Background: an optimization exercise with open tools, aiming at small area, a short achievable clock period and few clock cycles. Do not read the settings as production practice.
RTL that was checked went through simulation tests only; none was proved equivalent to the original.
The RTL of run 1 was laid out without a check of its function.

$ cat flow/config.mk
export PLATFORM = sky130hd
export DESIGN_NAME = qrcode_decoder
export DESIGN_NICKNAME = qrcode_decoder
export VERILOG_FILES = /design/flow/design.v
export SDC_FILE = /design/flow/constraint.sdc
export NUM_CORES = 8
export LEC_CHECK = 0
export ABC_AREA = 1
export CAP_MARGIN = 20
export CORE_MARGIN = 2
export CORE_UTILIZATION = 40
export SLEW_MARGIN = 20
$ cat flow/flow/run.sh
#!/bin/bash
# The standard layout (standard.sh, unchanged), with three changes made through
# its environment:
#  - the buffers that the flow puts on every input and output port are
#    sky130_fd_sc_hd__buf_2 cells instead of the slower delay cells that
#    buffer_ports picks by default;
#  - repair_timing aims for a setup slack of 11.5 ns, i.e. it sizes the cells
#    of paths slower than about 4.5 ns;
#  - clock tree synthesis runs without dummy loads.
# The clock, its period and the I/O constraints are the design's, unchanged.
# Each tool's full output is in standard.log in this folder.
export BUFFER_PORTS_ARGS="-buffer_cell sky130_fd_sc_hd__buf_2"
export SETUP_SLACK_MARGIN=11.5
export CTS_ARGS="-sink_clustering_enable -repair_clock_nets -dont_use_dummy_load -buf_list sky130_fd_sc_hd__clkbuf_8"
bash standard.sh > standard.log 2>&1
$ cat flow/standard.sh
#!/bin/bash
# synth_recipe.tcl (not shown) runs the flow's synth.tcl, then flattens the netlist and writes it again
# the make line also repeats each setting of config.mk as NAME=value (left out here)
make -C /OpenROAD-flow-scripts/flow DESIGN_CONFIG=/design/flow/config.mk WORK_HOME=/design/flow/orfs CLKGATE_MAP_FILE= SYNTH_SCRIPT=/design/flow/synth_recipe.tcl "${@:-finish}"
$ cat flow/constraint.sdc
create_clock -name core_clock -period 16.0 [get_ports {clk}]
set_input_delay 3.2000 -clock core_clock [delete_from_list [all_inputs] [get_ports {clk}]]
set_output_delay 3.2000 -clock core_clock [all_outputs]
set_load 0.01 [all_outputs]
$ cat flow/design.v
module qrcode_decoder(
    input clk,
    input srst_n,
    input start,
    input sram_rdata,
    output [11:0] sram_raddr,
    output reg [5:0] loc_y,
    output reg [5:0] loc_x,
    output reg [7:0] decode_text,    
    output reg valid,
    output reg finish
);
localparam S_A = 3'd0, S_P = 3'd1, S_Y = 3'd2, S_X = 3'd3, S_V = 3'd4,
           S_M = 3'd5, S_D = 3'd6, S_E = 3'd7;
reg [2:0] st;             
reg       cont;           
reg [5:0] y, x;           
reg       pv;             
reg       pix;            
reg       started;
assign sram_raddr = {y, x};
wire hit = pix && cont;   
reg [5:0] k;              
reg       lx6;            
reg [5:0] s0;             
reg [5:0] s1;             
reg [5:0] s2;             
reg [5:0] s3;             
reg [1:0] cidx, pcidx;    
reg [1:0] rot;
reg [2:0] mask;
wire signed [2:0] cy_lo = s0[5:3], cy_hi = s0[2:0];
wire signed [2:0] cx_lo = s1[5:3], cx_hi = s1[2:0];
wire signed [2:0] pcy = s2[5:3], pcx = s2[2:0];
wire tight = s3[5], wide = s3[4], tlm = s3[1], grp = s3[0];
wire [4:0] i = s0[4:0];   
wire [4:0] j = s1[4:0];
wire       inlen = s1[5]; 
wire [4:0] rem = s2[4:0]; 
wire [2:0] mv = s3[2:0];  
wire [2:0] bc = s3[5:3];  
always @* decode_text = {cidx, k};
wire [7:0] sa = 8'd1 << st;    
function maskbit;         
    input [2:0] m;
    input a0, a1, b0;     
    input [1:0] a3, b3;   
    input q;              
    reg s2, p2, p1, p0, s0;
    begin
        s2 = a0 ^ b0;                                   
        p2 = a0 & b0;                                   
        p1 = (a3 == b3) && (a3 != 2'd0);                
        p0 = (a3 == 2'd0) || (b3 == 2'd0);              
        s0 = (a3 == 2'd0) ? (b3 == 2'd0) : (a3 == 2'd1) ? (b3 == 2'd2) : (b3 == 2'd1);  
        case (m)
            3'd0: maskbit = ~s2;
            3'd1: maskbit = ~a0;
            3'd2: maskbit = (b3 == 2'd0);
            3'd3: maskbit = s0;
            3'd4: maskbit = ~(a1 ^ q);
            3'd5: maskbit = ~p2 & p0;
            3'd6: maskbit = ~(p2 ^ p1);
            default: maskbit = ~(s2 ^ p1);
        endcase
    end
endfunction
function [1:0] mod3;
    input [4:0] v;
    begin
        mod3 = v % 3;
    end
endfunction
function [3:0] astep;     
    input [3:0] kk;       
    begin
        astep =
            (kk == 4'd0) ? {2'd0, 2'd1} :
            (kk == 4'd1) ? {2'd1, 2'd3} :
            (kk == 4'd2) ? {2'd0, 2'd1} :
            (kk == 4'd3) ? {2'd3, 2'd2} :
            (kk == 4'd4) ? {2'd1, 2'd0} :
            (kk == 4'd5) ? {2'd2, 2'd1} :
            (kk == 4'd6) ? {2'd0, 2'd1} :
            (kk == 4'd7) ? {2'd0, 2'd2} :
                           {2'd2, 2'd2};
    end
endfunction
function [5:0] astepv;    
    input [1:0] c;
    begin
        case (c)
            2'd0: astepv = 6'd0;
            2'd1: astepv = 6'd21;
            2'd2: astepv = 6'd22;
            default: astepv = 6'd43;
        endcase
    end
endfunction
function [3:0] bstep;     
    input [3:0] kk;       
    begin
        bstep =
            (kk == 4'd1) ? {2'd0, 2'd1} :
            (kk == 4'd2) ? {2'd1, 2'd3} :
            (kk == 4'd3) ? {2'd0, 2'd1} :
            (kk == 4'd4) ? {2'd3, 2'd2} :
            (kk == 4'd5) ? {2'd1, 2'd0} :
            (kk == 4'd6) ? {2'd2, 2'd1} :
            (kk == 4'd7) ? {2'd0, 2'd1} :
            (kk == 4'd8) ? {2'd0, 2'd2} :
                           {2'd2, 2'd2};
    end
endfunction
function [5:0] bstepy;    
    input [1:0] c;
    begin
        case (c)
            2'd0: bstepy = 6'd0;
            2'd1: bstepy = 6'd43;
            2'd2: bstepy = 6'd42;
            default: bstepy = 6'd21;
        endcase
    end
endfunction
function [6:0] bstepx14;  
    input [1:0] c;
    begin
        case (c)
            2'd0: bstepx14 = 7'd14;
            2'd1: bstepx14 = 7'd121;      
            2'd2: bstepx14 = 7'd120;      
            default: bstepx14 = 7'd99;    
        endcase
    end
endfunction
function [5:0] poff;      
    input [3:0] kk;
    begin
        poff =
            (kk == 4'd0) ? {3'sd0, 3'sd2} :
            (kk == 4'd1) ? {3'sd2, 3'sd2} :
            (kk == 4'd2) ? {-3'sd2, -3'sd2} :
            (kk == 4'd3) ? {3'sd2, -3'sd2} :
            (kk == 4'd4) ? {-3'sd2, 3'sd2} :
            (kk == 4'd5) ? {3'sd0, -3'sd2} :
            (kk == 4'd6) ? {3'sd2, 3'sd0} :
            (kk == 4'd7) ? {-3'sd2, 3'sd0} :
            (kk == 4'd8) ? {3'sd1, 3'sd1} :
            (kk == 4'd9) ? {-3'sd1, -3'sd1} :
            (kk == 4'd10) ? {3'sd1, -3'sd1} :
            (kk == 4'd11) ? {-3'sd1, 3'sd1} :
            (kk == 4'd12) ? {3'sd0, 3'sd1} :
            (kk == 4'd13) ? {3'sd0, -3'sd1} :
            (kk == 4'd14) ? {3'sd1, 3'sd0} :
                            {-3'sd1, 3'sd0};
    end
endfunction
localparam [5:0] P_N = 6'd16;     
function [5:0] x7;        
    input [2:0] c;
    begin
        case (c)
            3'b001: x7 = 6'd7;
            3'b010: x7 = 6'd14;
            3'b111: x7 = 6'd57;
            3'b110: x7 = 6'd50;
            default: x7 = 6'd0;
        endcase
    end
endfunction
function [6:0] x7m14;     
    input [2:0] c;
    begin
        case (c)
            3'b001: x7m14 = 7'd121;
            3'b010: x7m14 = 7'd0;
            3'b111: x7m14 = 7'd107;
            3'b110: x7m14 = 7'd100;
            default: x7m14 = 7'd114;
        endcase
    end
endfunction
function [5:0] x7m20;     
    input [2:0] c;
    begin
        case (c)
            3'b001: x7m20 = 6'd51;
            3'b010: x7m20 = 6'd58;
            3'b111: x7m20 = 6'd37;
            3'b110: x7m20 = 6'd30;
            default: x7m20 = 6'd44;
        endcase
    end
endfunction
function [6:0] x7m34;     
    input [2:0] c;
    begin
        case (c)
            3'b001: x7m34 = 7'd101;
            3'b010: x7m34 = 7'd108;
            3'b111: x7m34 = 7'd87;
            3'b110: x7m34 = 7'd80;
            default: x7m34 = 7'd94;
        endcase
    end
endfunction
function span2;           
    input signed [2:0] lo, hi;
    begin
        span2 = (hi - lo) >= 2;
    end
endfunction
function [5:0] roffy;     
    input s;
    input [2:0] c;
    begin
        case (c)
            3'd0: roffy = s ? 6'd17 : 6'd3;
            3'd1: roffy = s ? 6'd20 : 6'd0;
            3'd2: roffy = s ? 6'd18 : 6'd2;
            3'd3: roffy = s ? 6'd16 : 6'd4;
            default: roffy = s ? 6'd14 : 6'd6;
        endcase
    end
endfunction
function [5:0] roffx;     
    input s;
    input [2:0] c;
    begin
        case (c)
            3'd0: roffx = s ? 6'd61 : 6'd47;
            3'd1: roffx = s ? 6'd0 : 6'd44;
            3'd2: roffx = s ? 6'd62 : 6'd46;
            3'd3: roffx = s ? 6'd60 : 6'd48;
            default: roffx = s ? 6'd58 : 6'd50;
        endcase
    end
endfunction
function [2:0] wmove;     
    input [4:0] a, b;
    reg u;
    begin
        u = (b == 5'd20) || (b == 5'd19) || (b == 5'd16) || (b == 5'd15) ||
            (b == 5'd12) || (b == 5'd11);
        if (!b[0]) wmove = 3'd0;                                    
        else if (u) begin
            if (a == ((b >= 5'd13) ? 5'd9 : 5'd0)) wmove = 3'd0;    
            else if (b <= 5'd12 && a == 5'd7) wmove = 3'd2;         
            else wmove = 3'd1;
        end else begin
            if (a == 5'd20) wmove = 3'd0;
            else if (b <= 5'd12 && a == 5'd5) wmove = 3'd4;
            else wmove = 3'd3;
        end
    end
endfunction
wire [5:0] p_c = poff(k[3:0]);           
wire [5:0] p_n = poff(k[3:0] + 4'd1);    
wire signed [2:0] u_ylo = (hit && pcy < cy_lo) ? pcy : cy_lo;
wire signed [2:0] u_yhi = (hit && pcy > cy_hi) ? pcy : cy_hi;
wire signed [2:0] u_xlo = (hit && pcx < cx_lo) ? pcx : cx_lo;
wire signed [2:0] u_xhi = (hit && pcx > cx_hi) ? pcx : cx_hi;
wire y_ok = span2(u_ylo, u_yhi), x_ok = span2(u_xlo, u_xhi);
wire p_end = (y_ok && x_ok) || k == P_N;    
wire [1:0] cn = cidx + 2'd1;
wire [5:0] kn = (cidx != 2'd3) ? k : (k[2:0] == 3'd4) ? {k[5:3] + 3'd1, 3'd0} : k + 6'd1;
wire v_miss = cont && !pix;
wire v_end = tlm || v_miss || (cidx == 2'd3 && k == 6'o44);
wire [1:0] mc = tlm ? 2'd0 : v_miss ? pcidx : 2'd3;    
reg [1:0] m_rot;
reg [5:0] m_my, m_mx;     
always @* begin
    case (mc)
        2'd0: begin m_rot = 2'd2; m_my = 6'd12; m_mx = 6'd62; end
        2'd1: begin m_rot = 2'd3; m_my = 6'd18; m_mx = 6'd52; end
        2'd2: begin m_rot = 2'd1; m_my = 6'd2;  m_mx = 6'd56; end
        default: begin m_rot = 2'd0; m_my = 6'd8; m_mx = 6'd46; end
    endcase
end
wire [1:0] i3 = mod3(i), j3 = mod3(j);
wire jq = ((j / 3) % 2) == 1;
wire dbit = sram_rdata ^ maskbit(mask, i[0], i[1], j[0], i3, j3, jq);
reg [2:0] mdi, mdj;       
always @* begin
    case (mv)
        3'd0: begin mdi = 3'd0; mdj = 3'd7; end
        3'd1: begin mdi = 3'd7; mdj = 3'd1; end
        3'd2: begin mdi = 3'd6; mdj = 3'd1; end
        3'd3: begin mdi = 3'd1; mdj = 3'd1; end
        default: begin mdi = 3'd2; mdj = 3'd1; end
    endcase
end
wire [2:0] ei = (rot[0] == rot[1]) ? mdi : -mdi;
wire [2:0] ej = rot[1] ? -mdj : mdj;
wire [2:0] wdy = rot[0] ? ej : ei;
wire [2:0] wdx = rot[0] ? ei : ej;
wire [4:0] ni = i + {{2{mdi[2]}}, mdi};
wire [4:0] nj = j + {{2{mdj[2]}}, mdj};
reg [5:0] r_ddy, r_ddx, r_dny, r_dnx;    
always @* begin
    case (rot)
        2'd0: begin r_ddy = 6'd9;  r_ddx = 6'd15; r_dny = 6'd0;  r_dnx = 6'd1;  end
        2'd1: begin r_ddy = 6'd15; r_ddx = 6'd55; r_dny = 6'd1;  r_dnx = 6'd0;  end
        2'd2: begin r_ddy = 6'd55; r_ddx = 6'd49; r_dny = 6'd0;  r_dnx = 6'd63; end
        default: begin r_ddy = 6'd49; r_ddx = 6'd9; r_dny = 6'd63; r_dnx = 6'd0; end
    endcase
end
wire [3:0] a_st = astep(k[3:0]);
wire [3:0] b_st = bstep(k[3:0]);
reg [5:0] ayA, byA, ayP, byP, ayY, byY, ayX, byX, ayV, byV, byM, byD;
reg [6:0] axA, bxA, axP, bxP, axY, bxY, axX, bxX, axV, bxV, bxM, bxD;
always @* begin
    ayA = y; byA = hit ? bstepy(b_st[3:2]) : astepv(a_st[3:2]);
    axA = {1'b0, x};
    bxA = hit ? bstepx14(b_st[1:0]) : {1'b0, astepv(a_st[1:0])};
    ayP = loc_y; byP = p_end ? x7m20(u_yhi) : x7(p_n[5:3]);
    axP = {lx6, loc_x}; bxP = x7m14(p_end ? u_xlo : p_n[2:0]);
    ayY = y; axY = hit ? {lx6, loc_x} : {1'b0, x};
    byY = 6'd0; bxY = 7'd0;
    if (hit) begin
        byY = (k[2:0] == 3'd0) ? 6'd63 : 6'd0;
        bxY = x7m34(cx_hi);
    end else case (k[2:0])
        3'd0, 3'd2, 3'd4: bxY = 7'd14;
        3'd1, 3'd3: if (wide) bxY = 7'd107; else begin byY = 6'd1; bxY = 7'd114; end
        default: byY = 6'd1;
    endcase
    ayX = y; axX = {1'b0, x};
    if (hit) begin
        byX = grp ? 6'd44 : 6'd0; bxX = grp ? 7'd20 : 7'd19;
    end else if (!grp) begin byX = 6'd20; bxX = 7'd0; end
    else begin byX = 6'd44; bxX = 7'd1; end
    ayV = loc_y; axV = {1'b0, loc_x};
    byV = v_end ? m_my : roffy(cn[1], kn[5:3]);
    bxV = {1'b0, v_end ? m_mx : roffx(cn[0], kn[2:0])};
    if (k == 6'd2) begin byM = r_ddy; bxM = {1'b0, r_ddx}; end
    else if (k != 6'd0 || started) begin byM = r_dny; bxM = {1'b0, r_dnx}; end
    else begin byM = 6'd0; bxM = 7'd0; end
    byD = {{3{wdy[2]}}, wdy}; bxD = {1'b0, {3{wdx[2]}}, wdx};
end
wire [5:0] ay = ({6{sa[0]}} & ayA) | ({6{sa[1]}} & ayP) | ({6{sa[2]}} & ayY) |
                ({6{sa[3]}} & ayX) | ({6{sa[4]}} & ayV) | ({6{sa[5] | sa[6] | sa[7]}} & y);
wire [6:0] ax = ({7{sa[0]}} & axA) | ({7{sa[1]}} & axP) | ({7{sa[2]}} & axY) |
                ({7{sa[3]}} & axX) | ({7{sa[4]}} & axV) | ({7{sa[5] | sa[6] | sa[7]}} & {1'b0, x});
wire [5:0] by = ({6{sa[0]}} & byA) | ({6{sa[1]}} & byP) | ({6{sa[2]}} & byY) |
                ({6{sa[3]}} & byX) | ({6{sa[4]}} & byV) | ({6{sa[5]}} & byM) | ({6{sa[6]}} & byD);
wire [6:0] bx = ({7{sa[0]}} & bxA) | ({7{sa[1]}} & bxP) | ({7{sa[2]}} & bxY) |
                ({7{sa[3]}} & bxX) | ({7{sa[4]}} & bxV) | ({7{sa[5]}} & bxM) | ({7{sa[6]}} & bxD);
wire [6:0] sy = {1'b0, ay} + {by[5], by};
wire [6:0] sx = ax + bx;
always @(posedge clk) begin
    if (start) started <= 1'b1;
    if (!sa[6]) pcidx <= cidx;
    pix <= sram_rdata & pv; cont <= 1'b1;
    y <= sy[5:0]; x <= sx[5:0]; pv <= 1'b1;
    valid <= 1'b0;
    finish <= 1'b0;
    if (sa[0]) begin
        if (hit) begin
            loc_y <= sy[5:0]; loc_x <= sx[5:0]; lx6 <= (sx[5:0] < 6'd14);
            s0 <= 6'd0; s1 <= 6'd0; s3 <= 6'd0;
            st <= S_P; cont <= 1'b0; k <= 6'd0;
            pv <= (sx[5:0] >= 6'd14);
        end else begin
            k <= (k == 6'd8) ? 6'd0 : k + 6'd1;
        end
    end
    if (sa[1]) begin
        s0 <= {u_ylo, u_yhi}; s1 <= {u_xlo, u_xhi};
        s3[5] <= y_ok && x_ok;
        s3[4] <= !x_ok;
        if (p_end) begin
            st <= S_Y; cont <= 1'b0; k <= 6'd0;
            if (sy[6]) y <= 6'd0;
            if (sx[5:0] > 6'd43) x <= 6'd43;
        end else begin
            k <= k + 6'd1;
            pv <= !sy[6] && !sx[6] && (k != P_N - 6'd1);
        end
        s2 <= p_c;                          
    end
    if (sa[2]) begin
        if (hit) begin
            loc_y <= sy[5:0];                   
            st <= S_X; cont <= 1'b0; s3[1:0] <= 2'b00;
            if (sx[6]) x <= 6'd0;               
        end else begin
            if (k[2:0] == (wide ? 3'd5 : 3'd1)) k <= 6'd0;
            else k <= k + 6'd1;
        end
    end
    if (sa[3]) begin
        if (hit) begin
            loc_x <= sx[5:0];                   
            s3[1] <= !grp;
            st <= S_V; cont <= 1'b0; cidx <= 2'd1; k <= 6'd0;
        end else s3[0] <= ~grp;
    end
    if (sa[4]) begin
        if (v_end) begin
            rot <= m_rot;
            if (!mc[1]) loc_y <= loc_y + 6'd20;
            if (mc[0]) loc_x <= loc_x - 6'd20;
            st <= S_M; cont <= 1'b0; k <= 6'd0;
        end else begin
            cidx <= cn; k <= kn;
        end
    end
    if (sa[5]) begin
        case (k[1:0])
            2'd0: mask[2] <= ~sram_rdata;
            2'd1: mask[1] <= sram_rdata;
            default: mask[0] <= ~sram_rdata;
        endcase
        if (k == 6'd2) begin
            st <= S_D; cont <= 1'b0;
            s0 <= {1'b0, 5'd17};            
            s1 <= {1'b1, 5'd19};            
            s2 <= {1'b0, 5'd0};             
            s3 <= {3'd0, 3'd1};             
        end else if (k != 6'd0 || started) k <= k + 6'd1;
    end
    if (sa[6]) begin
        s0[4:0] <= ni; s1[4:0] <= nj; s3[2:0] <= wmove(ni, nj);
        if (inlen) begin
            s2[4:0] <= {rem[3:0], dbit};
            s3[5:3] <= (bc == 3'd4) ? 3'd0 : bc + 3'd1;
            if (bc == 3'd4) s1[5] <= 1'b0;
        end else begin
            {cidx, k} <= {cidx[0], k, dbit};
            s3[5:3] <= bc + 3'd1;
            if (bc == 3'd7) begin
                valid <= 1'b1;
                s2[4:0] <= rem - 5'd1;
                if (rem == 5'd1) begin
                    finish <= 1'b1;
                    st <= S_E; cont <= 1'b0;
                end
            end
        end
    end
    if (!srst_n) begin
        st <= S_A; cont <= 1'b0; y <= 6'd20; x <= 6'd20; pv <= 1'b1;
        started <= 1'b0; k <= 6'd0; valid <= 1'b0; finish <= 1'b0;
    end
end
endmodule
==> results of run 1 <==
## cells in the final DEF (no fill, tap or decap), drive strengths merged, types with 12 or more instances in the layout
cell type,instances
nand3,67
inv,227
ha,83
dfxtp,61
o211ai,14
nand2,298
nor3,29
xor2,25
a21oi,110
nor2,152
o21ai,132
buf,79
o22ai,17
edfxtp,12
nand4,19
## sequential cells by signal (all words and copies together) (netlist names), 2 cells and up
register / count
k: 6
loc_x: 6
loc_y: 6
s0: 6
s1: 6
s2: 6
s3: 6
x: 6
y: 6
mask: 3
st: 3
cidx: 2
pcidx: 2
rot: 2
## stage by stage
step / cells / hold WS (ns) / cell area, sq um / utilization
after global routing: 1701 / 0.480 / 10000 / 0.477
after detailed placement: 1654 / 0.436 / 9040 / 0.430
after CTS: 1685 / 0.467 / 9560 / 0.455
after global placement: 1654 / 0.437 / 9030 / 0.430
final: 1701 / 0.453 / 10000 / 0.477
after floorplan: 1365 / 0.390 / 8610 / -
## final cells by class
class / instances / area [sq um] / share of cell area
clock buffers: 9 / 124 / 0.0124
multi-input cells: 1030 / 6500 / 0.649
flip-flops and latches: 73 / 1630 / 0.162
repair buffers: 79 / 528 / 0.0527
inverters: 235 / 897 / 0.0895
well taps: 275 / 344 / 0.0343
## worst paths after layout
| path | start | end | slack, ns |
|---|---|---|---|
| worst max-delay path | s1[5] | x[5] | 11.17 |
| worst min-delay path | pv | pix | 0.45 |
| worst min register to register | pv | pix | 0.45 |
| worst max register to register | s1[5] | x[5] | 11.17 |
## layer usage
layer | share of wire | GRT usage | vias up
met5 | 0 | 0 | -
met4 | 0.026 | 0.0892 | 0
met3 | 0.071 | 0.0358 | 46
met2 | 0.45 | 0.423 | 369
met1 | 0.45 | 0.347 | 4262
li1 | - | - | 4648
## logic make-up after synthesis
kind of cell | count (synthesis) | share of synthesized area
XOR/XNOR | 30 | 0.0316
multiplexers | 8 | 0.0103
AO/OA/AOI/OAI | 321 | 0.218
adder cells (fa/ha/maj) | 87 | 0.131
flip-flops | 73 | 0.185
buffers and inverters | 262 | 0.120
AND/OR/NAND/NOR | 584 | 0.305
## worst register-to-register path, delay by kind of cell (launching register included)
| family | cells | cell delay (ns) |
|---|---|---|
| AND/OR/NAND/NOR | 24 | 2.35 |
| adder cells (fa/ha/maj) | 4 | 0.96 |
| AO/OA/AOI/OAI | 5 | 0.64 |
| flip-flops | 1 | 0.41 |
| buffers and inverters | 3 | 0.26 |
| XOR/XNOR | 1 | 0.15 |
## timing repair
item                                    CTS  global route
pin swaps                                25            35
endpoints found under the setup margin   23            26
gates cloned                              0             0
buffers inserted                         22            16
resized for setup                        74            81
==> flow_metrics.tcl, run 1 <==
set metrics [dict create \
    yosys_warnings 1 \
    core_area_sq_mm 0.0210 \
    setup_tns_ns 0 \
    worstSetupPathType "reg -> reg" \
    hold_depth 2 \
    hold_violations 0 \
    area_growth_pct 17.3 \
    critPathMaxStageDelay_ns 0.41 \
    drc 0 \
    fin_crit_ns 4.83 \
    avgSynthCellArea_sq_um 6.26 \
    cts-buffers-inserted 9 \
    syn_area_sq_mm 0.00854 \
    clock_latency_ns 0.38 \
    netlist_instances 1365 \
    hold_class "reg -> reg" \
    antennaDiodeCount 0 \
    antenna_found_initial 0 \
    crit_slowest_cell "dfxtp_2" \
    crit_required_ns 16.29 \
    std_cell_rows 53 \
    async_flop_share 0 \
    pre_cts_slack_ns 10.66 \
    fin_crit_sh 0.302 \
    relSlewSlack 0.288 \
    setup_viol 0 \
    grt_pass1_wl_um 45600 \
    synth_top_area_share 0.143 \
    drv_cap 0 \
    dpl.hpwl_um 21900 \
    cts_sinks 73 \
    grt_max_degree 30 \
    io_buffer_count 37 \
    floorplan.initialDensity 0.406 \
    path_clk_slew_ns 0.09 \
    synth_commonest_cells "275 x nand2_1, 217 x inv_1, 139 x nor2_1, 109 x o21ai_0, 107 x a21oi_1" \
    drtPass1Iterations 6 \
    dieArea_sq_mm 0.0225 \
    cp_max_fo 7 \
    grt_pass1_vias 8691 \
    grtUsageTotal 0.258 \
    totalWireLength_um 28900 \
    slew_viol_final 0 \
    yosysMostFrequentCell "nand2_1" \
    synth_nets 1456 \
    critical_path.most_common_cell "nand2_4" \
    die_h_um 150 \
    r2r_cells 37 \
    n_fill_cell 2193 \
    yosysSeqAreaShare 0.185 \
    cts_buffer_depth 2 \
    rsz0062_at_grt "yes" \
    holdBufCountCts 0 \
    cts_tree "built" \
    synth_edf_count 12 \
    overflow 0 \
    ys.flop_type "dfxtp_1" \
    cp.depth 37 \
    end_kind "register" \
    pin_count 38 \
    drive_gt1_frac 0.197 \
    crit_buf_inv 3 \
    num_vias 9325 \
    fmax_ghz 0.207 \
    cp_data_arrival_time_ns 5.12 \
    wire_per_inst_um 17.0 \
    synth_top_cell_by_area "dfxtp_1" \
    ant_nets 0 \
    synth-seq-cells 73 \
    synthTopCellsByArea "dfxtp_1 14%, ha_1 12%, nand2_1 12%" \
    drtIter0Drc 698 \
    fin_ws_ns 11.17 \
    synth.distinct_cells 64 \
    cp-start-kind "register" \
    cts-root-buf "clkbuf_8" \
    htree_num_levels 3 \
    nets 1519 \
    die_w_um 150 \
    via_per_inst 5.48 \
    fin_skew_ns 0.0243 \
    worstMarginPinSlew_ns 1.06 \
    status "no timing/DRC/antenna violations" \
    cpLargestDelayFamily "simple AND/OR/NAND/NOR gates" \
    gp_congestion 0.993 \
]
==> run 2, diff against run 1 <==
--- a/flow/design.v
+++ b/flow/design.v
@@ -263,5 +263,5 @@
 wire signed [2:0] u_xhi = (hit && pcx > cx_hi) ? pcx : cx_hi;
 wire y_ok = span2(u_ylo, u_yhi), x_ok = span2(u_xlo, u_xhi);
-wire p_end = (y_ok && x_ok) || k == P_N;    
+wire p_end = tight || k == P_N;
 wire [1:0] cn = cidx + 2'd1;
 wire [5:0] kn = (cidx != 2'd3) ? k : (k[2:0] == 3'd4) ? {k[5:3] + 3'd1, 3'd0} : k + 6'd1;
@@ -315,6 +315,6 @@
     axA = {1'b0, x};
     bxA = hit ? bstepx14(b_st[1:0]) : {1'b0, astepv(a_st[1:0])};
-    ayP = loc_y; byP = p_end ? x7m20(u_yhi) : x7(p_n[5:3]);
-    axP = {lx6, loc_x}; bxP = x7m14(p_end ? u_xlo : p_n[2:0]);
+    ayP = loc_y; byP = p_end ? x7m20(cy_hi) : x7(p_n[5:3]);
+    axP = {lx6, loc_x}; bxP = x7m14(p_end ? cx_lo : p_n[2:0]);
     ayY = y; axY = hit ? {lx6, loc_x} : {1'b0, x};
     byY = 6'd0; bxY = 7'd0;
==> run 2 against run 1 <==
Non-clock buffer count decreased by 26. Synthesized area down 7.2%. Cell count down 9.1%. Clock skew up 0.0043 ns. Register-to-register slack better by 0.56 ns. Synthesized cell count is 9.1% lower. Critical path type unchanged. Worst hold slack got worse by 0.031 ns. Global-route usage up 0.31 points.
==> flow_metrics.tcl, run 2 <==
set metrics [dict create \
    fin_crit_sh 0.267 \
    hold_violations 0 \
    drtPass1Iterations 5 \
    synth.distinct_cells 62 \
    syn_area_sq_mm 0.00793 \
    area_growth_pct 10.7 \
    dieArea_sq_mm 0.0210 \
    path_clk_slew_ns 0.07 \
    ys.flop_type "dfxtp_1" \
    yosysMostFrequentCell "nand2_1" \
    die_w_um 145 \
    cts-buffers-inserted 9 \
    gp_congestion 1.01 \
    via_per_inst 5.57 \
    std_cell_rows 51 \
    holdPathEnd "pix" \
    grt_pass1_wl_um 42300 \
    place_area_sq_mm 0.00839 \
    cts_buffer_depth 2 \
    end_kind "register" \
    holdCritStartpoint "pv" \
    totalWireLength_um 27200 \
    drc 0 \
    synth_top_area_share 0.154 \
    r2r_slack_ns 11.73 \
    htree_num_levels 3 \
    fin_skew_ns 0.0286 \
    crit_slowest_cell "nor4_2" \
    holdBufCountCts 0 \
    relSlewSlack 0.448 \
    yosys_warnings 1 \
    num_vias 8620 \
    final_cell_area_sq_mm 0.00878 \
    cp_max_fo 8 \
    core_area_sq_mm 0.0195 \
    crit_path_cell_trace "inv_1 > nand2_1 > nand3_1 > nand2_1 > inv_1 > ha_1 > nor2_1 > xor2_1 > a21oi_1 > nor4_2 > o311ai_2 > ha_1 > a21oi_1 > nand2_1 > a21oi_1 > o21ai_0 > xor2_1 > buf_4 > nor2_1 > nand2_1 > a21oi_1 > nand2_1" \
    nets 1377 \
    crit_required_ns 16.26 \
    drv_cap 0 \
    r2r_cells 22 \
    rr_endpoint "pv" \
    cts_tree "built" \
    grt_pass1_vias 7896 \
    n_fill_cell 2113 \
    dpl.hpwl_um 21300 \
    layout_common_cells "231 x nand2_1, 198 x inv_1, 135 x nor2_1" \
    hold_depth 2 \
    grt_max_degree 28 \
    fmax_ghz 0.234 \
    layout_commonest_cell "nand2_1" \
    worstSetupPathType "reg -> reg" \
    cts-root-buf "clkbuf_8" \
    async_flop_share 0 \
    synth-seq-cells 73 \
    critPathMaxStageDelay_ns 0.42 \
    critical_path.most_common_cell "nand2_1" \
    wire_per_inst_um 17.6 \
    rsz0062_at_grt "no" \
    cp-start-kind "register" \
    antennaDiodeCount 0 \
    io_buffer_count 37 \
    fin_crit_ns 4.27 \
    cts_sinks 73 \
    drive_gt1_frac 0.112 \
    setup_tns_ns 0 \
    worstMarginPinSlew_ns 0.825 \
    ant_nets 0 \
    rr_startpoint "s3[0]" \
    setup_viol 0 \
    avgSynthCellArea_sq_um 6.39 \
    antenna_found_initial 0 \
    cp_data_arrival_time_ns 4.53 \
    floorplan.initialDensity 0.407 \
    synth_nets 1334 \
    netlist_instances 1241 \
    synth_edf_count 12 \
    cp-startpoint "s3[0]" \
    grtUsageTotal 0.261 \
    synthTopCellsByArea "dfxtp_1 15%, ha_1 13%, nand2_1 11%" \
    clock_latency_ns 0.38 \
    regArea_sq_mm 0.00160 \
    slew_viol_final 0 \
    die_h_um 145 \
    status "no timing/DRC/antenna violations" \
    yosysSeqAreaShare 0.199 \
    multiInputGateArea_sq_mm 0.00560 \
    hold_class "reg -> reg" \
    drtIter0Drc 804 \
    synth_top_cell_by_area "dfxtp_1" \
    synth_commonest_cells "232 x nand2_1, 200 x inv_1, 141 x nor2_1, 114 x o21ai_0, 83 x ha_1" \
    overflow 0 \
    pin_count 38 \
]
==> run 2: area by class of cell <==
type / instances / share of cell area
Inverter: 218 / 0.0945
Clock buffer: 9 / 0.0141
Tap cell: 265 / 0.0378
Multi-Input combinational cell: 929 / 0.637
Timing Repair Buffer: 53 / 0.0348
Sequential cell: 73 / 0.182
==> run 2: worst max-delay path, delay by kind of cell (launching register included) <==
kind	cells	cell delay, ns
and+or+nand+nor	9	1.40
AOI/OAI and AO/OA	6	0.92
adders and majority gates	2	0.60
xor gates and xnor gates	2	0.43
buffers and inverters	3	0.42
DFF	1	0.41
==> run 2: cell families (layout without fill, tap and decap cells) <==
logic type / Yosys count / in the layout / share of synthesized area
AO/OA/AOI/OAI: 288 / 288 / 0.218
XOR/XNOR: 28 / 28 / 0.0319
adder cells (fa/ha/maj): 89 / 89 / 0.146
buffers and inverters: 239 / 280 / 0.116
flip-flops: 73 / 73 / 0.199
multiplexers: 7 / 7 / 0.00978
AND/OR/NAND/NOR: 517 / 517 / 0.278
==> run 2: worst max-delay path by stage <==
stage / endpoint / cells past startpoint
after floorplan: y[0] / 25
after global placement: y[5] / 26
after detailed placement: y[0] / 25
after CTS: y[0] / 25
after global routing: x[0] / 28
final: pv / 22
==> run 2: repair_timing <==
| item | in CTS | in global routing |
|---|---|---|
| endpoints found under the setup margin | 20 | 16 |
| setup buffers | 3 | 8 |
| gates resized for setup | 21 | 40 |
| cloned | 0 | 0 |
| pin swaps | 4 | 8 |
==> run 2: per-layer routing <==
layer | GRT usage | share of wire
met3 | 0.0365 | 0.072
met1 | 0.357 | 0.45
met2 | 0.418 | 0.45
met4 | 0.0950 | 0.030
met5 | 0 | 0
==> run 2: per-stage QoR <==
step	instances	utilization	hold slack (ns)	setup slack, ns
global placement	1527	0.431	0.397	10.84
global route	1547	0.451	0.445	11.51
finish	1547	0.451	0.422	11.73
detailed placement	1527	0.431	0.413	10.70
CTS	1539	0.442	0.428	11.50
floorplan	1241	-	0.390	11.91
Testbench counts of run 2, summed over its fixed seeds: cycles 24,336.
==> run 3, diff against run 2 <==
--- a/flow/flow/run.sh
+++ b/flow/flow/run.sh
@@ -7,9 +7,10 @@
 #  - repair_timing aims for a setup slack of 11.5 ns, i.e. it sizes the cells
 #    of paths slower than about 4.5 ns;
-#  - clock tree synthesis runs without dummy loads.
+#  - clock tree synthesis uses sky130_fd_sc_hd__clkbuf_8 buffers and no dummy
+#    loads.
 # The clock, its period and the I/O constraints are the design's, unchanged.
 # Each tool's full output is in standard.log in this folder.
 export BUFFER_PORTS_ARGS="-buffer_cell sky130_fd_sc_hd__buf_2"
-export SETUP_SLACK_MARGIN=11.5
+export SETUP_SLACK_MARGIN=11.3
 export CTS_ARGS="-sink_clustering_enable -repair_clock_nets -dont_use_dummy_load -buf_list sky130_fd_sc_hd__clkbuf_8"
 bash standard.sh > standard.log 2>&1
==> run 3 against run 2 <==
Still clean on timing, DRC and antenna. Non-clock buffer count down 9. Fmax down 4.3%. Critical endpoint unchanged. Register-to-register slack worse by 0.19 ns.
==> flow_metrics.tcl, run 3 <==
set metrics [dict create \
    status "no timing/DRC/antenna violations" \
    via_per_inst 5.61 \
    cts_tree "built" \
    crit_slowest_cell "ha_1" \
    dieArea_sq_mm 0.0210 \
    num_vias 8623 \
    cp_max_fo 9 \
    worstSetupPathType "reg -> reg" \
    grt_pass1_vias 7871 \
    htree_num_levels 3 \
    grt_pass1_wl_um 42200 \
    grt_max_degree 28 \
    setup_tns_ns 0 \
    synth_edf_count 12 \
    cts-root-buf "clkbuf_8" \
    synthTopCellsByArea "dfxtp_1 15%, ha_1 13%, nand2_1 11%" \
    totalWireLength_um 27100 \
    path_clk_slew_ns 0.07 \
    holdBufCountCts 0 \
    critPathMaxStageDelay_ns 0.42 \
    worstMarginPinSlew_ns 0.855 \
    avgSynthCellArea_sq_um 6.39 \
    yosys_warnings 1 \
    synth_commonest_cells "232 x nand2_1, 200 x inv_1, 141 x nor2_1, 114 x o21ai_0, 83 x ha_1" \
    cts_buffer_depth 2 \
    io_buffer_count 37 \
    synth-seq-cells 73 \
    clock_latency_ns 0.38 \
    synth_top_cell_by_area "dfxtp_1" \
    wire_per_inst_um 17.6 \
    hold_violations 0 \
    fin_cells 1538 \
    antenna_found_initial 0 \
    synth.distinct_cells 62 \
    layout_common_cells "231 x nand2_1, 199 x inv_1, 138 x nor2_1" \
    gp_congestion 1.01 \
    cp-startpoint "k[1]" \
    fin_crit_sh 0.279 \
    area_growth_pct 9.32 \
    crit_required_ns 16.26 \
    holdCritStartpoint "pv" \
    syn_area_sq_mm 0.00793 \
    std_cell_rows 51 \
    synth_nets 1334 \
    drtIter0Drc 758 \
    synth_top_area_share 0.154 \
    grtUsageTotal 0.260 \
    fin_crit_ns 4.46 \
    rr_startpoint "k[1]" \
    cts-buffers-inserted 9 \
    die_h_um 145 \
    core_area_sq_mm 0.0195 \
    n_fill_cell 2120 \
    drtPass1Iterations 6 \
    r2r_slack_ns 11.54 \
    cp_data_arrival_time_ns 4.72 \
    drc 0 \
    nets 1368 \
    rsz0062_at_grt "no" \
    dpl.cell_count 1527 \
    antennaDiodeCount 0 \
    fmax_ghz 0.224 \
    hold_class "reg -> reg" \
    overflow 0 \
    cp-start-kind "register" \
    pin_count 38 \
    layout_commonest_cell "nand2_1" \
    crit_path_cell_trace "inv_1 > ha_1 > inv_4 > nor2_2 > nor2_1 > inv_1 > a21oi_2 > inv_1 > ha_1 > o21ai_0 > o2bb2ai_1 > nor4_1 > o311ai_1 > ha_1 > a21oi_1 > nand2_1 > a21oi_1 > o21ai_0 > xor2_1 > buf_4 > nor2_1 > nand2_1 > a21oi_1 > nand2_1" \
    yosysMostFrequentCell "nand2_1" \
    async_flop_share 0 \
    die_w_um 145 \
    drv_cap 0 \
    fin_skew_ns 0.0294 \
    floorplan.initialDensity 0.407 \
    ant_nets 0 \
    cts_sinks 73 \
    ys.flop_type "dfxtp_1" \
    dpl.hpwl_um 21300 \
    slew_viol_final 0 \
    yosysSeqAreaShare 0.199 \
    end_kind "register" \
    setup_viol 0 \
    netlist_instances 1241 \
    drive_gt1_frac 0.0974 \
    relSlewSlack 0.423 \
]
==> run 3: path summary, 6_finish.rpt <==
kind                            endpoint  cells after the start
worst max-delay path                  pv                     24
worst min-delay path                 pix                      2
worst max register to register        pv                     24
worst min register to register       pix                      2
==> run 3: per-layer routing <==
metal / track usage / up-vias / share of wire
met5: 0 / - / 0
met4: 0.0950 / 0 / 0.030
met3: 0.0365 / 49 / 0.080
met2: 0.416 / 362 / 0.45
met1: 0.357 / 3990 / 0.44
li1: - / 4222 / -
==> run 3: kinds of logic after synthesis <==
logic type / Yosys count / share of synthesized area
buffers and inverters: 239 / 0.116
and+or+nand+nor: 517 / 0.278
xor gates and xnor gates: 28 / 0.0319
muxes: 7 / 0.00978
AOI/OAI and AO/OA: 288 / 0.218
DFF: 73 / 0.199
adders and majority gates: 89 / 0.146
==> run 3: worst max-delay path: cells and delay by family (launching register included) <==
kind	cells	cell delay (ns)
simple gates	7	0.95
buf+inv	5	0.59
xor+xnor	1	0.18
compound gates	8	1.24
fa+ha+maj	3	0.98
flops	1	0.41
==> run 3: repair_timing <==
action	4_1_cts	5_1_grt
pin swaps	3	2
setup endpoints to repair	16	16
buffers inserted	1	1
gates resized for setup	13	32
hold endpoints to repair	0	0
==> run 3: per-stage QoR <==
step	hold WS (ns)	cell area, sq um	util	setup slack (ns)
final	0.422	8670	0.445	11.54
after global routing	0.445	8670	0.445	11.29
after CTS	0.428	8550	0.439	11.31
after detailed placement	0.413	8390	0.431	10.70
after global placement	0.397	8390	0.431	10.84
after floorplan	0.390	7930	-	11.91
==> run 3: final cells by class <==
class                      instances  area [sq um]  area share
inverter                         218           830      0.0957
multi-input combinational        929          5560       0.641
timing repair buffer              44           238      0.0274
clock buffer                       9           124      0.0143
tap                              265           332      0.0382
sequential                        73          1590       0.184
==> run 4, diff against run 3 <==
--- a/flow/flow/run.sh
+++ b/flow/flow/run.sh
@@ -12,5 +12,5 @@
 # Each tool's full output is in standard.log in this folder.
 export BUFFER_PORTS_ARGS="-buffer_cell sky130_fd_sc_hd__buf_2"
-export SETUP_SLACK_MARGIN=11.3
+export SETUP_SLACK_MARGIN=11.7
 export CTS_ARGS="-sink_clustering_enable -repair_clock_nets -dont_use_dummy_load -buf_list sky130_fd_sc_hd__clkbuf_8"
 bash standard.sh > standard.log 2>&1
==> run 4 against run 3 <==
Sequential share of layout area shrank 0.63 points. Die area is the same. Critical path type is now reg -> out. First-iteration DRC count grew 4.5%. Setup slack gained 0.23 ns. Worst hold slack is essentially flat. Flip-flop and latch count is the same. Global-route usage grew 0.12 points. Critical path depth shrank 22.
==> flow_metrics.tcl, run 4 <==
set metrics [dict create \
    status "no timing/DRC/antenna violations" \
    cts-buffers-inserted 9 \
    layout_common_cells "226 x nand2_1, 195 x inv_1, 129 x nor2_1" \
    layout_commonest_cell "nand2_1" \
    hold_depth 2 \
    yosysSeqAreaShare 0.199 \
    ant_nets 0 \
    setup_viol 0 \
    synthTopCellsByArea "dfxtp_1 15%, ha_1 13%, nand2_1 11%" \
    dieArea_sq_mm 0.0210 \
    synthMuxAreaShare 0.00978 \
    n_fill_cell 2089 \
    overflow 0 \
    drv_cap 0 \
    crit_required_ns 12.80 \
    drc 0 \
    wire_per_inst_um 17.6 \
    grt_pass1_wl_um 42400 \
    antennaDiodeCount 0 \
    std_cell_rows 51 \
    fin_skew_ns 0.0279 \
    grtUsageTotal 0.261 \
    worstSetupPathType "reg -> out" \
    yosys_warnings 1 \
    synth_top_cell_by_area "dfxtp_1" \
    drive_gt1_frac 0.144 \
    floorplan.initialDensity 0.407 \
    relSlewSlack 0.447 \
    holdBufCountCts 0 \
    netlist_instances 1241 \
    cp_max_fo 6 \
    num_vias 8722 \
    grt_max_degree 28 \
    totalWireLength_um 27500 \
    worstMarginPinSlew_ns 0.822 \
    synth.distinct_cells 62 \
    path_clk_slew_ns 0.07 \
    async_flop_share 0 \
    clock_latency_ns 0.38 \
    die_w_um 145 \
    dpl.hpwl_um 21300 \
    yosys.area_share.adder 0.146 \
    antenna_found_initial 0 \
    synth_top_family_by_area "simple AND/OR/NAND/NOR gates" \
    drtIter0Drc 792 \
    setup_tns_ns 0 \
    cts-root-buf "clkbuf_8" \
    cp-start-kind "register" \
    synth_xor_area_frac 0.0319 \
    slew_viol_final 0 \
    gp_congestion 1.01 \
    final_cell_area_sq_mm 0.00905 \
    area_growth_pct 14.1 \
    end_kind "output pin" \
    via_per_inst 5.60 \
    avgSynthCellArea_sq_um 6.39 \
    hold_violations 0 \
    grt_pass1_vias 7920 \
    r2r_cells 22 \
    cts_sinks 73 \
    synth_top_area_share 0.154 \
    htree_num_levels 3 \
    cts_tree "built" \
    pin_count 38 \
    syn_area_sq_mm 0.00793 \
    core_area_sq_mm 0.0195 \
    ys.flop_type "dfxtp_1" \
    synth_edf_count 12 \
    nets 1388 \
    synth-seq-cells 73 \
    hold_class "reg -> reg" \
    cp_data_arrival_time_ns 1.03 \
    cts_buffer_depth 2 \
    drtPass1Iterations 6 \
    synth-simple-area-share 0.278 \
    fin_crit_sh 0.264 \
    yosysMostFrequentCell "nand2_1" \
    die_h_um 145 \
    rsz0062_at_grt "yes" \
    synth_commonest_cells "232 x nand2_1, 200 x inv_1, 141 x nor2_1, 114 x o21ai_0, 83 x ha_1" \
    io_buffer_count 37 \
    synth_nets 1334 \
    fmax_ghz 0.236 \
    synth_compound_area_frac 0.218 \
    place_area_sq_mm 0.00839 \
    fin_crit_ns 4.23 \
]
## run 4: changes by cell type in the layout (fill, tap and decap cells not counted), moves of 3 or more
cell,change
inv_1,-4
nand2_1,-5
nor2_4,+3
o21ai_0,-4
buf_4,+19
nor2_2,+6
dfxtp_2,+4
nand3_2,+3
nor2_1,-9
ha_4,+3
nand2_2,+4
dfxtp_1,-6
nand3_1,-4
## run 4: logic make-up after synthesis
logic type / Yosys count
flip-flops: 73
AO/OA/AOI/OAI: 288
buffers and inverters: 239
adder cells (fa/ha/maj): 89
AND/OR/NAND/NOR: 517
multiplexers: 7
XOR/XNOR: 28
## run 4: what timing repair did
item,in CTS,in global routing
setup buffers,3,19
pin swaps,5,25
endpoints found under the setup margin,26,20
hold endpoints to repair,0,0
resized for setup,43,63
## run 4: path summary, 6_finish.rpt
path,from,endpoint,slack (ns)
worst max-delay path,k[0],decode_text[0],11.77
worst min-delay path,pv,pix,0.42
worst max register to register,s3[0],pv,11.87
worst min register to register,pv,pix,0.42
## run 4: layer usage
metal | share of wire | up-vias | track usage
met5 | 0 | - | 0
met4 | 0.033 | 0 | 0.0991
met3 | 0.072 | 64 | 0.0392
met2 | 0.45 | 373 | 0.417
met1 | 0.45 | 4020 | 0.357
li1 | - | 4265 | -
## run 4: critical path, stage by stage, from the launching register on
cell and delay, ns:
dfxtp_4 0.42, buf_4 0.14, buf_2 0.12
## run 4: area by class of cell
type	count	area [sq um]	area share
repair buffers	64	400	0.0442
clock buffers	9	124	0.0137
multi-input cells	929	5740	0.635
flip-flops and latches	73	1600	0.177
well taps	265	332	0.0366
inverters	218	846	0.0935
## run 4: stage by stage
stage	hold WS (ns)	instances	setup slack [ns]	utilization
6_report	0.422	1558	11.77	0.465
2_1_floorplan	0.390	1241	11.91	-
4_1_cts	0.428	1539	11.70	0.445
3_5_place_dp	0.413	1527	10.70	0.431
3_3_place_gp	0.397	1527	10.84	0.431
5_1_grt	0.445	1558	11.67	0.465
==> run 5, diff against run 4 <==
--- a/flow/flow/run.sh
+++ b/flow/flow/run.sh
@@ -12,5 +12,5 @@
 # Each tool's full output is in standard.log in this folder.
 export BUFFER_PORTS_ARGS="-buffer_cell sky130_fd_sc_hd__buf_2"
-export SETUP_SLACK_MARGIN=11.7
+export SETUP_SLACK_MARGIN=11.9
 export CTS_ARGS="-sink_clustering_enable -repair_clock_nets -dont_use_dummy_load -buf_list sky130_fd_sc_hd__clkbuf_8"
 bash standard.sh > standard.log 2>&1
==> run 5 against run 4 <==
Critical endpoint unchanged. Wire length increased by 3.5%. Highest routed layer unchanged. Synthesized area unchanged. Worst hold slack hardly changed. Design area increased by 7.5%. Clock-buffer cell count stayed put. Still clean on timing, DRC and antenna. Flip-flop and latch count is the same.
==> flow_metrics.tcl, run 5 <==
set metrics [dict create \
    dieArea_sq_mm 0.0210 \
    yosysMostFrequentCell "nand2_1" \
    pin_count 38 \
    synth_top_area_share 0.154 \
    cts-buffers-inserted 9 \
    utilization 0.500 \
    grtUsageTotal 0.265 \
    num_vias 8962 \
    die_h_um 145 \
    fin_crit_ns 4.19 \
    totalWireLength_um 28400 \
    drive_gt1_frac 0.229 \
    yosys_warnings 1 \
    cts_buffer_depth 2 \
    cp_data_arrival_time_ns 0.99 \
    core_area_sq_mm 0.0195 \
    hold_class "reg -> reg" \
    fmax_ghz 0.239 \
    nets 1424 \
    cp-start-kind "register" \
    setup_viol 0 \
    synthTopCellsByArea "dfxtp_1 15%, ha_1 13%, nand2_1 11%" \
    setup_tns_ns 0 \
    drtIter0Drc 831 \
    netlist_instances 1241 \
    htree_num_levels 3 \
    crit_path_cell_trace "buf_6 > buf_6" \
    syn_area_sq_mm 0.00793 \
    synth.distinct_cells 62 \
    fin_skew_ns 0.0323 \
    worstSetupPathType "reg -> out" \
    rsz0062_at_grt "yes" \
    hold_violations 0 \
    multiInputGateArea_sq_mm 0.00605 \
    n_fill_cell 2012 \
    relSlewSlack 0.321 \
    cts_tree "built" \
    regArea_sq_mm 0.00165 \
    area_growth_pct 22.7 \
    antenna_found_initial 0 \
    synth_commonest_cells "232 x nand2_1, 200 x inv_1, 141 x nor2_1, 114 x o21ai_0, 83 x ha_1" \
    overflow 0 \
    layout_common_cells "215 x nand2_1, 184 x inv_1, 117 x nor2_1" \
    synth_nets 1334 \
    wire_per_inst_um 17.8 \
    via_per_inst 5.62 \
    cts_sinks 73 \
    drtPass1Iterations 6 \
    std_cell_rows 51 \
    grt_pass1_vias 8107 \
    grt_pass1_wl_um 43100 \
    ys.flop_type "dfxtp_1" \
    cts-root-buf "clkbuf_8" \
    slew_viol_final 0 \
    holdBufCountCts 0 \
    drc 0 \
    yosysSeqAreaShare 0.199 \
    end_kind "output pin" \
    crit_required_ns 12.80 \
    synth_top_cell_by_area "dfxtp_1" \
    critical_path.most_common_cell "buf_6" \
    io_buffer_count 37 \
    dpl.hpwl_um 21300 \
    path_clk_slew_ns 0.07 \
    r2r_cells 24 \
    synth-seq-cells 73 \
    die_w_um 145 \
    avgSynthCellArea_sq_um 6.39 \
    ant_nets 0 \
    gp_congestion 1.01 \
    worstMarginPinSlew_ns 1.01 \
    layout_commonest_cell "nand2_1" \
    fin_crit_sh 0.262 \
    async_flop_share 0 \
    crit_slowest_cell "dfxtp_4" \
    drv_cap 0 \
    clock_latency_ns 0.38 \
    cp_max_fo 6 \
    hold_depth 2 \
    critPathMaxStageDelay_ns 0.42 \
    status "no timing/DRC/antenna violations" \
    grt_max_degree 28 \
    antennaDiodeCount 0 \
    synth_edf_count 12 \
    floorplan.initialDensity 0.407 \
]
## run 5: cell counts after synthesis
Identical to the previous run, type by type.
## run 5: what timing repair did
action / CTS / global route
setup endpoints to repair: 48 / 37
gates resized for setup: 87 / 148
buffers inserted: 27 / 31
pin swaps: 13 / 49
## run 5: metal layers
layer	track usage	wire length [um]
met5	0	0
met4	0.0991	919
met3	0.0372	2090
met2	0.429	13000
met1	0.359	12400
## run 5: critical path, delay by kind of cell, from the launching register on
| family | cells | cell delay (ns) |
|---|---|---|
| flops | 1 | 0.42 |
| buf+inv | 2 | 0.21 |
## run 5: cells by family after synthesis
group / synth area share
and+or+nand+nor: 0.278
buffers and inverters: 0.116
muxes: 0.00978
adders and majority gates: 0.146
DFF: 0.199
xor gates and xnor gates: 0.0319
AOI/OAI and AO/OA: 0.218
## run 5: per-stage QoR
step / worst slack [ns] / instances / area, sq um / hold slack, ns
2_1_floorplan: 11.91 / 1241 / 7930 / 0.390
5_1_grt: 11.79 / 1594 / 9730 / 0.445
6_report: 11.81 / 1594 / 9730 / 0.422
4_1_cts: 11.85 / 1563 / 8960 / 0.428
3_3_place_gp: 10.84 / 1527 / 8390 / 0.397
3_5_place_dp: 10.70 / 1527 / 8390 / 0.413
## run 5: path summary, 6_finish.rpt
check / startpoint / endpoint / slack (ns)
setup / recovery: k[0] / decode_text[0] / 11.81
hold / removal: pv / pix / 0.42
setup reg to reg: k[1] / y[1] / 11.94
hold reg to reg: pv / pix / 0.42
## run 5: final cells by class
class | count | share of cell area
clock buffers | 9 | 0.0127
well taps | 265 | 0.0341
flip-flops and latches | 73 | 0.170
multi-input cells | 929 | 0.621
inverters | 218 | 0.0900
repair buffers | 100 | 0.0722
==> run 6, diff against run 5 <==
--- a/flow/flow/run.sh
+++ b/flow/flow/run.sh
@@ -12,5 +12,5 @@
 # Each tool's full output is in standard.log in this folder.
 export BUFFER_PORTS_ARGS="-buffer_cell sky130_fd_sc_hd__buf_2"
-export SETUP_SLACK_MARGIN=11.9
+export SETUP_SLACK_MARGIN=11.8
 export CTS_ARGS="-sink_clustering_enable -repair_clock_nets -dont_use_dummy_load -buf_list sky130_fd_sc_hd__clkbuf_8"
 bash standard.sh > standard.log 2>&1
==> run 6 against run 5 <==
Still clean on timing, DRC and antenna. Utilization fell by 1.9 points. First-iteration DRC count is 4.0% lower. Flip-flop and latch count did not move. Clock skew fell by 0.0034 ns.
==> flow_metrics.tcl, run 6 <==
set metrics [dict create \
    gp_congestion 1.01 \
    nets 1400 \
    io_buffer_count 37 \
    crit_required_ns 12.80 \
    utilization 0.481 \
    die_h_um 145 \
    final_cell_area_sq_mm 0.00937 \
    synth_nets 1334 \
    synth_top_area_share 0.154 \
    fmax_ghz 0.237 \
    cts-buffers-inserted 9 \
    ant_nets 0 \
    synth_edf_count 12 \
    cts_sinks 73 \
    hold_class "reg -> reg" \
    rsz0062_at_grt "yes" \
    synth.distinct_cells 62 \
    wire_per_inst_um 17.8 \
    netlist_instances 1241 \
    num_vias 8846 \
    cp_data_arrival_time_ns 1.01 \
    relSlewSlack 0.445 \
    clock_latency_ns 0.38 \
    cts-root-buf "clkbuf_8" \
    drtPass1Iterations 5 \
    setup_viol 0 \
    pin_count 38 \
    synthTopCellsByArea "dfxtp_1 15%, ha_1 13%, nand2_1 11%" \
    yosys_warnings 1 \
    grt_pass1_wl_um 42500 \
    layout_common_cells "221 x nand2_1, 185 x inv_1, 125 x nor2_1" \
    fin_crit_ns 4.21 \
    grtUsageTotal 0.262 \
    area_growth_pct 18.1 \
    drc 0 \
    synth_commonest_cells "232 x nand2_1, 200 x inv_1, 141 x nor2_1, 114 x o21ai_0, 83 x ha_1" \
    holdBufCountCts 0 \
    floorplan.initialDensity 0.407 \
    setup_tns_ns 0 \
    status "no timing/DRC/antenna violations" \
    std_cell_rows 51 \
    n_fill_cell 2046 \
    worstSetupPathType "reg -> out" \
    async_flop_share 0 \
    totalWireLength_um 27900 \
    layout_commonest_cell "nand2_1" \
    fin_skew_ns 0.0289 \
    dpl.hpwl_um 21300 \
    ys.flop_type "dfxtp_1" \
    yosysMostFrequentCell "nand2_1" \
    die_w_um 145 \
    syn_area_sq_mm 0.00793 \
    antennaDiodeCount 0 \
    dieArea_sq_mm 0.0210 \
    drive_gt1_frac 0.183 \
    avgSynthCellArea_sq_um 6.39 \
    grt_max_degree 28 \
    slew_viol_final 0 \
    drtIter0Drc 798 \
    place_area_sq_mm 0.00839 \
    synth_top_cell_by_area "dfxtp_1" \
    overflow 0 \
    end_kind "output pin" \
    holdWs_ns 0.422 \
    yosysSeqAreaShare 0.199 \
    core_area_sq_mm 0.0195 \
    synth-seq-cells 73 \
    cts_tree "built" \
    antenna_found_initial 0 \
    cp_max_fo 6 \
    cp-start-kind "register" \
    drv_cap 0 \
    path_clk_slew_ns 0.07 \
    htree_num_levels 3 \
    fin_crit_sh 0.263 \
    via_per_inst 5.63 \
    hold_violations 0 \
    grt_pass1_vias 7941 \
    worstMarginPinSlew_ns 0.827 \
    cts_buffer_depth 2 \
]
-- run 6: changes by cell type in the layout (fill, tap and decap cells not counted), moves of 3 or more --
cell,change
a21oi_1,+3
a21oi_2,-4
buf_4,-25
dfxtp_1,+14
dfxtp_2,-8
dfxtp_4,-6
nand2_1,+6
nand2_2,-4
nor2_1,+8
nor2_2,-4
nor2_4,-4
-- run 6: critical path, cell delays in order (launching register included) --
cell	delay [ns]
dfxtp_4	0.44
buf_6	0.13
buf_6	0.09
-- run 6: worst paths after layout --
kind                            startpoint        endpoint  slack [ns]  depth (start not counted)
worst max-delay path                  k[0]  decode_text[0]       11.79                          2
worst max register to register        k[0]            y[1]       11.93                         25
worst min-delay path                    pv             pix        0.42                          2
worst min register to register          pv             pix        0.42                          2
-- run 6: cells by family (layout without fill, tap and decap cells) --
| kind of cell | after synthesis | in the layout | synth area share |
|---|---|---|---|
| adder cells (fa/ha/maj) | 89 | 89 | 0.146 |
| AO/OA/AOI/OAI | 288 | 288 | 0.218 |
| AND/OR/NAND/NOR | 517 | 517 | 0.278 |
| flip-flops | 73 | 73 | 0.199 |
| XOR/XNOR | 28 | 28 | 0.0319 |
| multiplexers | 7 | 7 | 0.00978 |
| buffers and inverters | 239 | 303 | 0.116 |
-- run 6: what timing repair did --
action	in CTS	in global routing
gates resized for setup	55	116
endpoints found under the setup margin	32	25
buffers inserted	7	27
pin swaps	6	42
-- run 6: final cells by class --
class / count / area (sq um) / area share
flip-flops and latches: 73 / 1620 / 0.173
clock buffers: 9 / 124 / 0.0132
inverters: 218 / 862 / 0.0921
repair buffers: 76 / 508 / 0.0542
well taps: 265 / 332 / 0.0354
multi-input cells: 929 / 5920 / 0.632
-- run 6: through the flow --
step           setup WS, ns  instances
3_5_place_dp          10.70       1527
6_report              11.79       1570
4_1_cts               11.77       1543
5_1_grt               11.73       1570
2_1_floorplan         11.91       1241
3_3_place_gp          10.84       1527
-- run 6: layer usage --
layer / global-route usage / up-vias / wire, um
met5: 0 / - / 0
met4: 0.0991 / 0 / 931
met3: 0.0388 / 68 / 1900
met2: 0.420 / 377 / 12700
met1: 0.356 / 4117 / 12400
li1: - / 4284 / -
==> run 7, diff against run 6 <==
--- a/flow/flow/run.sh
+++ b/flow/flow/run.sh
@@ -12,5 +12,5 @@
 # Each tool's full output is in standard.log in this folder.
 export BUFFER_PORTS_ARGS="-buffer_cell sky130_fd_sc_hd__buf_2"
-export SETUP_SLACK_MARGIN=11.8
+export SETUP_SLACK_MARGIN=11.5
 export CTS_ARGS="-sink_clustering_enable -repair_clock_nets -dont_use_dummy_load -buf_list sky130_fd_sc_hd__clkbuf_8"
 bash standard.sh > standard.log 2>&1
--- a/flow/config.mk
+++ b/flow/config.mk
@@ -6,5 +6,5 @@
 export NUM_CORES = 8
 export LEC_CHECK = 0
-export ABC_AREA = 1
+export ABC_AREA = 0
 export CAP_MARGIN = 20
 export CORE_MARGIN = 2
==> run 7 against run 6 <==
Design area is 2.7% lower. Flip-flop and latch count unchanged. Sequential share of layout area up 0.32 points. Non-clock buffer count decreased by 9. Register-to-register slack worse by 0.22 ns. Die area increased by 3.1%. Wire length fell by 1.3%. Synthesized area grew 3.2%. Critical endpoint is now decode_text[4]. Highest routed layer unchanged.
==> flow_metrics.tcl, run 7 <==
set metrics [dict create \
    status "no timing/DRC/antenna violations" \
    hold_class "reg -> reg" \
    pin_count 38 \
    htree_num_levels 3 \
    cp-start-kind "register" \
    critPathMaxStageDelay_ns 0.65 \
    avgSynthCellArea_sq_um 7.30 \
    overflow 0 \
    cts_sinks 73 \
    std_cell_rows 52 \
    cts-buffers-inserted 9 \
    drv_cap 0 \
    grt_pass1_vias 7896 \
    fmax_ghz 0.225 \
    netlist_instances 1121 \
    cts_tree "built" \
    cp_max_fo 12 \
    die_w_um 147 \
    synth_commonest_cells "136 x nor2_1, 105 x a21oi_1, 89 x nand2_1, 85 x o21ai_0, 83 x ha_1" \
    ant_nets 0 \
    fin_ws_ns 11.55 \
    ys.flop_type "dfxtp_1" \
    crit_required_ns 12.80 \
    synth_top_cell_by_area "dfxtp_1" \
    via_per_inst 6.09 \
    core_area_sq_mm 0.0202 \
    setup_tns_ns 0 \
    drtPass1Iterations 8 \
    crit_slowest_cell "dfxtp_1" \
    hold_violations 0 \
    cp_data_arrival_time_ns 1.25 \
    end_kind "output pin" \
    grt_max_degree 39 \
    fin_crit_sh 0.278 \
    nets 1230 \
    layout_common_cells "130 x nor2_1, 97 x a21oi_1, 86 x nand2_1" \
    area_growth_pct 11.3 \
    cts-root-buf "clkbuf_8" \
    grt_pass1_wl_um 43300 \
    yosys_warnings 1 \
    worstMarginPinSlew_ns 0.813 \
    synth_top_area_share 0.149 \
    die_h_um 147 \
    setup_viol 0 \
    fin_skew_ns 0.0373 \
    drtIter0Drc 788 \
    synth.distinct_cells 84 \
    antenna_found_initial 0 \
    drc 0 \
    yosysSeqAreaShare 0.193 \
    slew_viol_final 0 \
    antennaDiodeCount 0 \
    rsz0062_at_grt "yes" \
    cpLargestDelayFamily "flip-flops" \
    relSlewSlack 0.457 \
    final_cell_area_sq_mm 0.00911 \
    dpl.hpwl_um 20700 \
    crit_path_cell_trace "buf_2" \
    pre_cts_slack_ns 10.99 \
    dieArea_sq_mm 0.0216 \
    cts_buffer_depth 2 \
    place_area_sq_mm 0.00851 \
    wire_per_inst_um 19.6 \
    fin_crit_ns 4.45 \
    grtUsageTotal 0.251 \
    clock_latency_ns 0.39 \
    floorplan.initialDensity 0.406 \
    layout_commonest_cell "nor2_1" \
    gp_congestion 1.00 \
    num_vias 8550 \
    syn_area_sq_mm 0.00818 \
    synth_nets 1214 \
    synth_edf_count 12 \
    drive_gt1_frac 0.154 \
    async_flop_share 0 \
    holdBufCountCts 0 \
    io_buffer_count 37 \
    synthTopCellsByArea "dfxtp_1 15%, ha_1 13%, a21oi_1 6.4%" \
    yosysMostFrequentCell "nor2_1" \
    worstSetupPathType "reg -> out" \
    totalWireLength_um 27500 \
    crit_buf_inv 1 \
    path_clk_slew_ns 0.08 \
    synth-seq-cells 73 \
]
==> run 7: cell count changes in the layout (fill, tap and decap cells not counted), sizes merged, moves of 17 or more <==
cell	change
nand2b	+19
nor3	+22
nor2	-17
nand3	-50
xnor2	+23
o21ai	-27
a21oi	+27
nand2	-147
inv	-143
==> run 7: layer usage <==
| layer | vias to the layer above | track usage | part of all wire |
|---|---|---|---|
| met3 | 83 | 0.0304 | 0.072 |
| met5 | - | 0 | 0 |
| li1 | 4091 | - | - |
| met4 | 0 | 0.103 | 0.040 |
| met2 | 392 | 0.411 | 0.46 |
| met1 | 3984 | 0.336 | 0.43 |
==> run 7: repair_timing <==
item | CTS | global route
resized for setup | 20 | 57
setup buffers | 0 | 21
pin swaps | 0 | 10
setup endpoints to repair | 18 | 18
==> run 7: layout make-up <==
| cell class | count | area [sq um] |
|---|---|---|
| Tap cell | 270 | 338 |
| Multi-Input combinational cell | 917 | 6350 |
| Sequential cell | 73 | 1610 |
| Inverter | 69 | 263 |
| Fill cell | 2109 | 11100 |
| Timing Repair Buffer | 67 | 427 |
| Clock buffer | 9 | 124 |
==> run 7: final timing paths <==
path,cells after the start,slack (ns),endpoint,start
setup / recovery,1,11.55,decode_text[4],k[4]
setup reg to reg,21,11.71,pv,k[1]
hold reg to reg,1,0.48,pix,pv
hold / removal,1,0.48,pix,pv
==> run 7: cell families after synthesis <==
kind of cell | Yosys count | synth area share
AND/OR/NAND/NOR | 402 | 0.237
XOR/XNOR | 43 | 0.0469
multiplexers | 25 | 0.0349
adder cells (fa/ha/maj) | 89 | 0.142
buffers and inverters | 131 | 0.0647
AO/OA/AOI/OAI | 358 | 0.281
flip-flops | 73 | 0.193
==> run 7: stage by stage <==
| step | hold WS, ns | cells | util |
|---|---|---|---|
| 5_1_grt | 0.497 | 1405 | 0.452 |
| 6_report | 0.477 | 1405 | 0.452 |
| 2_1_floorplan | 0.412 | 1121 | - |
| 3_5_place_dp | 0.469 | 1375 | 0.422 |
| 3_3_place_gp | 0.458 | 1375 | 0.422 |
| 4_1_cts | 0.491 | 1384 | 0.432 |

[static timing again, ports no longer ideal]
The results above use ideal ports. As a check the final layouts listed here were re-extracted and re-timed, cells and wires unchanged.
Step 1, drivers: a clkbuf_16 drives clk and a buf_2 each remaining input, both assumed.
Step 2 adds t to the input delays and takes it off the output delays; t is the mean of the earliest and latest rising clock arrival at the registers after step 1. Input paths then give back, and output paths get back, about the clock's delay inside the block.
Slacks: ideal / step 1 / step 2; pairs: ideal / step 1.
run | t (ns) | setup WS [ns] | worst data-port slew with drivers (ns)
run 1 | 0.412 | 11.167 / 11.167 / 11.167 | 0.03
run 2 | 0.407 | 11.730 / 11.688 / 11.539 | 0.04
run 3 | 0.411 | 11.538 / 11.538 / 11.532 | 0.04
run 4 | 0.407 | 11.771 / 11.730 / 11.510 | 0.04
run 5 | 0.411 | 11.815 / 11.771 / 11.661 | 0.04
run 6 | 0.412 | 11.789 / 11.746 / 11.532 | 0.04
run 7 | 0.407 | 11.549 / 11.513 / 11.387 | 0.03
After both steps every run listed still meets setup and hold. The setup slack of run 4, which loses most, moves by -0.041 ns with the drivers and by -0.261 ns with both steps.
